What follows belongs to an exercise in optimizing a design on an open flow for small area and a short achievable clock period; a production flow would make more cautious choices.
Only simulation tests tie the RTL to the original design; equivalence was not proved.
Power and IR drop assume default switching activity.

// write_back
module write_back(clk,rst,instr,pos_show,pc,show);
input clk, rst;
input [31:0]instr;
input [3:0]pos_show;
output [3:0]pc;
output reg [15:0]show;
reg [31:0] r_n [1:15];             
reg [3:0]  PC;
reg [3:0]  dest_ex;
reg        we_ex;
reg        c_flag;
reg [31:0] opr1, opr2_raw;
reg [4:0]  amt_ex;
reg        left_ex, fill_ex;
reg        arith_ex, sub_ex, adc_ex, m_ex, cupd_ex;
reg [3:0]  tt_ex;
assign pc = PC;
wire [3:0] op   = instr[24:21];
wire [3:0] rn   = instr[19:16];
wire [3:0] rd   = instr[15:12];
wire [3:0] rm   = instr[3:0];
wire [3:0] rs   = instr[11:8];
wire       imm_form = instr[25];
wire       left = instr[5];
wire inv_a = (op == 4'b0011) | (op == 4'b0111);
wire inv_b = (op == 4'b0010) | (op == 4'b0110);
wire arith = (op[3:2] == 2'b01) | (op[3:1] == 3'b001) | (op[3:1] == 3'b101);
wire sub   = (op == 4'b0010) | (op == 4'b0011);
wire adc   = (op == 4'b0101);
wire m     = (op == 4'b0110) | (op == 4'b0111);
wire cupd  = (op[3:1] == 3'b010) | (op[3:1] == 3'b101);
reg [3:0] tt;                        
always @(*) begin
    case (op)
    4'b0000, 4'b1000: tt = 4'b1000;
    4'b0001, 4'b1001: tt = 4'b0110;
    4'b1100:          tt = 4'b1110;
    4'b1101:          tt = 4'b1100;
    4'b1110:          tt = 4'b0010;
    4'b1111:          tt = 4'b0011;
    default:          tt = 4'b0000;
    endcase
end
wire [32*15-1:0] rflat;
genvar g;
generate for (g = 1; g < 16; g = g + 1) begin : fl
    assign rflat[32*(g-1) +: 32] = ~r_n[g];
end endgenerate
function [31:0] rd_oh(input [15:1] s, input [32*15-1:0] rr);
    integer j;
    begin
        rd_oh = 32'd0;
        for (j = 1; j < 16; j = j + 1)
            rd_oh = rd_oh | ({32{s[j]}} & rr[32*(j-1) +: 32]);
    end
endfunction
  ...
Size: roughly 4,100 cells after synthesis, ~590 flip-flops, ~58 I/O pins, roughly 0.034 mm^2 of cells after synthesis.
==> flow/config.mk <==
export PLATFORM = sky130hd
export DESIGN_NAME = write_back
export DESIGN_NICKNAME = write_back
export VERILOG_FILES = /design/flow/design.v
export SDC_FILE = /design/flow/constraint.sdc
export NUM_CORES = 4
export LEC_CHECK = 0
export ABC_AREA = 1
export CAP_MARGIN = 20
export CORE_MARGIN = 2
export CORE_UTILIZATION = 55
export CTS_CLUSTER_DIAMETER = 100
export CTS_CLUSTER_SIZE = 22
export SLEW_MARGIN = 20
export TNS_END_PERCENT = 100
==> flow/constraint.sdc <==
create_clock -name core_clock -period 10.0 [get_ports {clk}]
set_input_delay 2.0000 -clock core_clock [delete_from_list [all_inputs] [get_ports {clk}]]
set_output_delay 2.0000 -clock core_clock [all_outputs]
set_load 0.01 [all_outputs]
standard.sh (not shown) runs the stock make flow with config.mk's settings and CLKGATE_MAP_FILE= SYNTH_SCRIPT=/design/flow/synth_recipe.tcl, a recipe that flattens the netlist after the stock synthesis.
==> flow/flow/run.sh <==
#!/bin/bash
set -euo pipefail
export SETUP_SLACK_MARGIN=6.1
bash standard.sh > standard_flow.log 2>&1
The baseline produced a clean layout.
Then changed:
CORE_UTILIZATION = 48   (was 55)
Count of clock-buffer cells in the layout drops by 2.
Worst hold slack degrades by 0.0096 ns.
Sequential cell count stays the same.
Via count goes down by 4.2%.
Then changed:
CORE_UTILIZATION = 42   (was 48)
TNS_END_PERCENT = 0   (was 100)
Result: Hold slack improves by 0.0048 ns; global-route usage went down by 4.4 points; wire length falls by about 1.1%; design area fell by about 6%; die area is higher by about 14%; maximum frequency is lower by about 7%; clock skew increases by 0.015 ns; setup slack degrades by 0.28 ns; total power decreases by 6.0%; count of clock-buffer cells in the layout drops by 1; critical path depth goes up by 2.
Then changed:
CORE_UTILIZATION = 70   (was 42)
TNS_END_PERCENT = 100   (was 0)
Outcome:
- Now the flow died in global routing (5_1_grt) (GRT-0232)
- area after synthesis is unchanged
- synthesized cell count is unchanged

-- static timing again, ports no longer ideal --
How much do the figures lean on ideal ports? The routed layouts below were timed once more, with nothing changed but the port constraints. Step 1: set_driving_cell puts a clkbuf_16 on clk and a buf_2 on each other input, an assumption about the parent block. Step 2 moves the port delays by t, midway between the first and last clock arrival at a register: inputs arrive t later, outputs are due t later. That takes back most of the time a late clock gives input paths. a / b / c = ideal ports / drivers / drivers and shift; a / b = the first two.
| run | t, ns | setup WS [ns] | clock arrival spread, ns | slew at the worst register clock pin (ns) |
|---|---|---|---|---|
| the first run | 0.669 | 5.943 / 5.942 / 5.273 | 0.050 / 0.050 | 0.10 / 0.10 |
| the second run | 0.663 | 5.997 / 6.042 / 5.378 | 0.041 / 0.041 | 0.10 / 0.10 |
| the third run | 0.709 | 5.712 / 5.755 / 5.046 | 0.055 / 0.055 | 0.11 / 0.11 |
After both steps setup and hold are still met in every run listed. For the first run, which loses most, drivers alone change the setup slack by -0.001 ns; drivers and shift together by -0.670 ns.
